This is an optimization exercise on Yosys and OpenROAD, whose aim is small area and a short achievable clock period, not a production implementation. Function was not checked in any run shown here: the RTL went through the layout flow alone.

==> flow/design.v (outline; a module is shown in full before it is edited, if it fits) <==
// module image_enhance: 3923 lines
module image_enhance (
    input  logic        clk,
    input  logic        reset,
    input  logic        stall,
    input  logic [80:0] img,
    input  logic [71:0] fil,
    input  logic [8:0]  add_img,
    output logic [29:0] out
);
  // ...
==> flow/flow/run.sh <==
#!/bin/bash
# Layout flow: the standard synthesis, then a netlist pass that removes
# inverters around the full-adder cells (flow/invopt.py: cell polarities chosen so fewer inverters are needed), then the standard
# ORFS flow from floorplan to finish with the settings in flow/settings.txt.
set -euo pipefail
R=orfs/results/sky130hd/image_enhance/base
bash standard.sh synth > synth.log 2>&1
python3 flow/invopt.py $R/1_2_yosys.v $R/1_2_yosys_invopt.v > invopt.log 2>&1
cp $R/1_2_yosys.v $R/1_2_yosys_orig.v
cp $R/1_2_yosys_invopt.v $R/1_2_yosys.v
rm -f $R/1_synth.odb $R/1_synth.sdc
mapfile -t EXTRA < flow/settings.txt
bash standard.sh "${EXTRA[@]}" finish > finish.log 2>&1
==> flow/flow/settings.txt <==
SETUP_SLACK_MARGIN=15.0
BUFFER_PORTS_ARGS=-buffer_cell sky130_fd_sc_hd__buf_1
==> flow/standard.sh <==
#!/bin/bash
# synth_recipe.tcl (not shown) runs the flow's synth.tcl, then flattens the netlist and writes it again
# the make line also repeats each setting of config.mk as NAME=value (left out here)
make -C /OpenROAD-flow-scripts/flow DESIGN_CONFIG=/design/flow/config.mk WORK_HOME=/design/flow/orfs CLKGATE_MAP_FILE= SYNTH_SCRIPT=/design/flow/synth_recipe.tcl "${@:-finish}"
==> flow/config.mk <==
export PLATFORM = sky130hd
export DESIGN_NAME = image_enhance
export DESIGN_NICKNAME = image_enhance
export VERILOG_FILES = /design/flow/design.v
export SDC_FILE = /design/flow/constraint.sdc
export NUM_CORES = 4
export LEC_CHECK = 0
export CAP_MARGIN = 20
export CORE_MARGIN = 2
export CORE_UTILIZATION = 30
export SLEW_MARGIN = 20
==> flow/constraint.sdc <==
create_clock -name core_clock -period 20.0 [get_ports {clk}]
set_input_delay 4.0000 -clock core_clock [delete_from_list [all_inputs] [get_ports {clk}]]
set_output_delay 4.0000 -clock core_clock [all_outputs]
set_load 0.01 [all_outputs]
Not shown: flow/flow/invopt.py
==> metrics.yaml, run 1 <==
grt-ovfl-total: 0
status: "no timing/DRC/antenna violations"
met3_usage: 0.0357
groute.usage.overall: 0.198
n_clock_buffer: 33
netlist_area_sq_um: 25000
use_met1: 0.266
cts.path.max_buffers: 3
grt_pass1_vias: 17900
dp.cells: 3115
multi_input_area_share: 0.578
whs_ns: 0.513
post-route-util: 0.359
fp.dieW_um: 293
timing.fmax_mhz: 196
syn_to_final_growth_pct: 18.2
clkSlewWorstSetupHoldPaths_ns: 0.06
hp-start: "o_r[6]"
cp.arrival_ns: 1.10
grt_max_degree: 74
antenna_left: 0
wl_met3_um: 6920
criticalPathCategory: "reg -> out"
slowest_stage: "dfxtp_4"
multi_input_area_sq_um: 17100
wl_met2_um: 40100
cap_violations: 0
==> inputs of run 2 (changes only) <==
==> flow/flow/settings.txt (replaced) <==
SETUP_SLACK_MARGIN=14.9
BUFFER_PORTS_ARGS=-buffer_cell sky130_fd_sc_hd__buf_1
--- a/flow/config.mk
+++ b/flow/config.mk
@@ -7,5 +7,7 @@
 export LEC_CHECK = 0
 export CAP_MARGIN = 20
 export CORE_MARGIN = 2
-export CORE_UTILIZATION = 30
+export CORE_UTILIZATION = 55
+export CTS_CLUSTER_DIAMETER = 80
+export CTS_CLUSTER_SIZE = 30
 export SLEW_MARGIN = 20
==> run 2 against run 1 <==
Net effect: via count fell by 6.0%; largest cell class unchanged; synthesized cell count stayed put; wire length is 15% lower.
==> metrics.yaml, run 2 <==
whs_ns: 0.505  # -0.00862 ns
crit_path_max_fanout: 6
viasPerCell: 5.85
grt_pass1_wl_um: 107000
skew_ns: 0.0355
groute.usage.overall: 0.319  # +0.121
netlist_area_sq_um: 25000  # unchanged
status: "no timing/DRC/antenna violations"
slowest_stage: "dfxtp_4"
syn_nets: 2762
syn-instance-count: 1949
routed_wl_um: 71400
grt_pass1_vias: 17400  # -3.2%
dr.pass1.iters: 5
slowest_delay_ns: 0.43
hold_viol_final: 0
final_cell_mix: "627 x fa_1, 551 x nand2_1, 230 x edfxtp_1, 170 x buf_1, 121 x and2_1"
maxSlewViolCount: 0
timing.fmax_mhz: 196  # +0.12%
cts.path.max_buffers: 3  # unchanged
path_delay_family: "flip-flops"
cp-start-kind: "register"
r2r_start: "f_r[68]"
cts_tree: "yes"
finalCriticalPeriod_ns: 5.10
clkSlewWorstSetupHoldPaths_ns: 0.11  # +0.05 ns
route.vias.total: 15700
num-nets-final: 2891
grt-ovfl-total: 0  # unchanged
cts-root-buf: "clkbuf_16"
critPathRequiredTime_ns: 16.00
startpoint: "o_s"
tightest_slew_ns: 1.01
fp.dieW_um: 217  # -26%
hpwl_um: 60900
fp-row-count: 78
dp.cells: 2645  # -15%
regMostFlops: "g_r"
antenna_found_initial: 0
max-slew-margin-rel: 0.325
drc_errors: 0
end_kind: "output port"
path_buf_inv: 1
grt_max_degree: 77  # +4.1%
hp-class: "reg -> reg"
setup_tns_ns: 0
criticalPathCategory: "reg -> out"
largest_register_ffs: 81
core_area_sq_um: 45200
die_height_um: 217
clk_latency_ns: 0.56
dieArea_sq_um: 47200
fill_cells: 3714
numCtsBuffers: 16
rsz0062_at_grt: "yes"
syn_to_final_growth_pct: 8.23
io_pins: 195
gp_routability_congestion: 0.921
top_regs: "g_r (81), f_r (72), cs_r (49)"
wire_per_inst_um: 26.6
antenna_cells: 0
fin_crit_sh: 0.255
setup_viol: 0
hp-start: "o_r[0]"
cp.arrival_ns: 1.10  # about the same
syn_area_per_cell_sq_um: 12.8
cts_sinks: 251
start_util: 0.554
htreeDepth: 1
mostFrequentLayoutCell: "fa_1"
ys_warn_count: 1
drtIter0Drc: 1592
fin_cells: 2688
cap_violations: 0  # unchanged
final_layout_size_suffix_gt1_frac: 0.0407
crit_chain: "buf_6"
port_buffers: 194
antenna_left: 0  # unchanged
-- run 2: changes by cell type in the layout (fill, tap and decap cells not counted), moves of 6 or more --
cell / delta
fa_1: +29
clkbuf_16: -11
dfxtp_2: -13
buf_4: -164
fa_2: -29
dfxtp_1: +14
and2_4: -6
buf_1: +7
buf_6: -21
and2_1: +6
buf_12: -10
clkbuf_2: +10
clkinv_1: -7
-- run 2: worst paths after layout --
| path | end | slack, ns | cells after the start |
|---|---|---|---|
| worst max-delay path | out[23] | 14.90 | 1 |
| worst min-delay path | o_r[0] | 0.50 | 2 |
| worst max register to register | cs_r[23] | 14.95 | 10 |
| worst min register to register | o_r[0] | 0.50 | 2 |
-- run 2: stage by stage --
step | instance area, sq um | setup WS (ns) | util
after global routing | 27100 | 14.87 | 0.599
after CTS | 26900 | 14.89 | 0.595
after floorplan | 25000 | 12.09 | -
final | 27100 | 14.90 | 0.599
after detailed placement | 26100 | 13.22 | 0.577
after global placement | 26100 | 13.30 | 0.577
-- run 2: routing by layer --
layer  vias up  global-route usage  part of all wire
met1      8344               0.433              0.38
met5         -                   0                 0
met2       836               0.523              0.49
li1       6405                   -                 -
met4         0               0.145             0.054
met3       149              0.0405             0.076
-- run 2: cell type report --
cell class	instances	area [sq um]	share of cell area
clock inverters	11	169	0.00624
inverters	69	263	0.00970
clock buffers	17	425	0.0157
well taps	600	751	0.0277
repair buffers	212	1130	0.0419
multi-input cells	1528	17000	0.628
flip-flops and latches	251	7340	0.271
-- run 2: worst register-to-register path: stages, from the launching register on --
cell and delay [ns]:
edfxtp_1 0.71, nand2_1 0.18, fa_1 0.48, fa_1 0.46
fa_1 0.51, fa_1 0.47, fa_1 0.43, fa_1 0.51
fa_1 0.44, fa_1 0.55, inv_1 0.06
-- run 2: what timing repair did --
action / in CTS / in global routing
cloned: 2 / 0
hold buffers: 0 / 0
endpoints found under the hold margin: 0 / 0
endpoints found under the setup margin: 264 / 25
buffers inserted: 0 / 13
resized for setup: 38 / 15

re-timing with driven ports:
In the flow no input, the clock included, has a driving cell. The finished layouts below were timed again as built, in two steps. Step 1 assumes that a clkbuf_16 drives the clock port and a buf_2 every other input. Step 2 adds t to the input delays and takes it off the output delays; t is the mean of the earliest and latest rising clock arrival at the registers after step 1. Input paths then give back, and output paths get back, about the clock's delay inside the block. Three values: ideal, step 1, step 2; two values: the first two.
| run | t, ns | setup WS [ns] | worst slew at a driven data input, ns | pins driven straight from the clock port |
|---|---|---|---|---|
| run 1 | 0.669 | 14.897 / 14.828 / 14.437 | 0.08 | 1 |
| run 2 | 0.599 | 14.903 / 14.844 / 14.430 | 0.07 | 1 |
After both steps setup and hold are still met in every run listed. For run 2, which loses most, drivers alone change the setup slack by -0.059 ns; drivers and shift together by -0.473 ns.
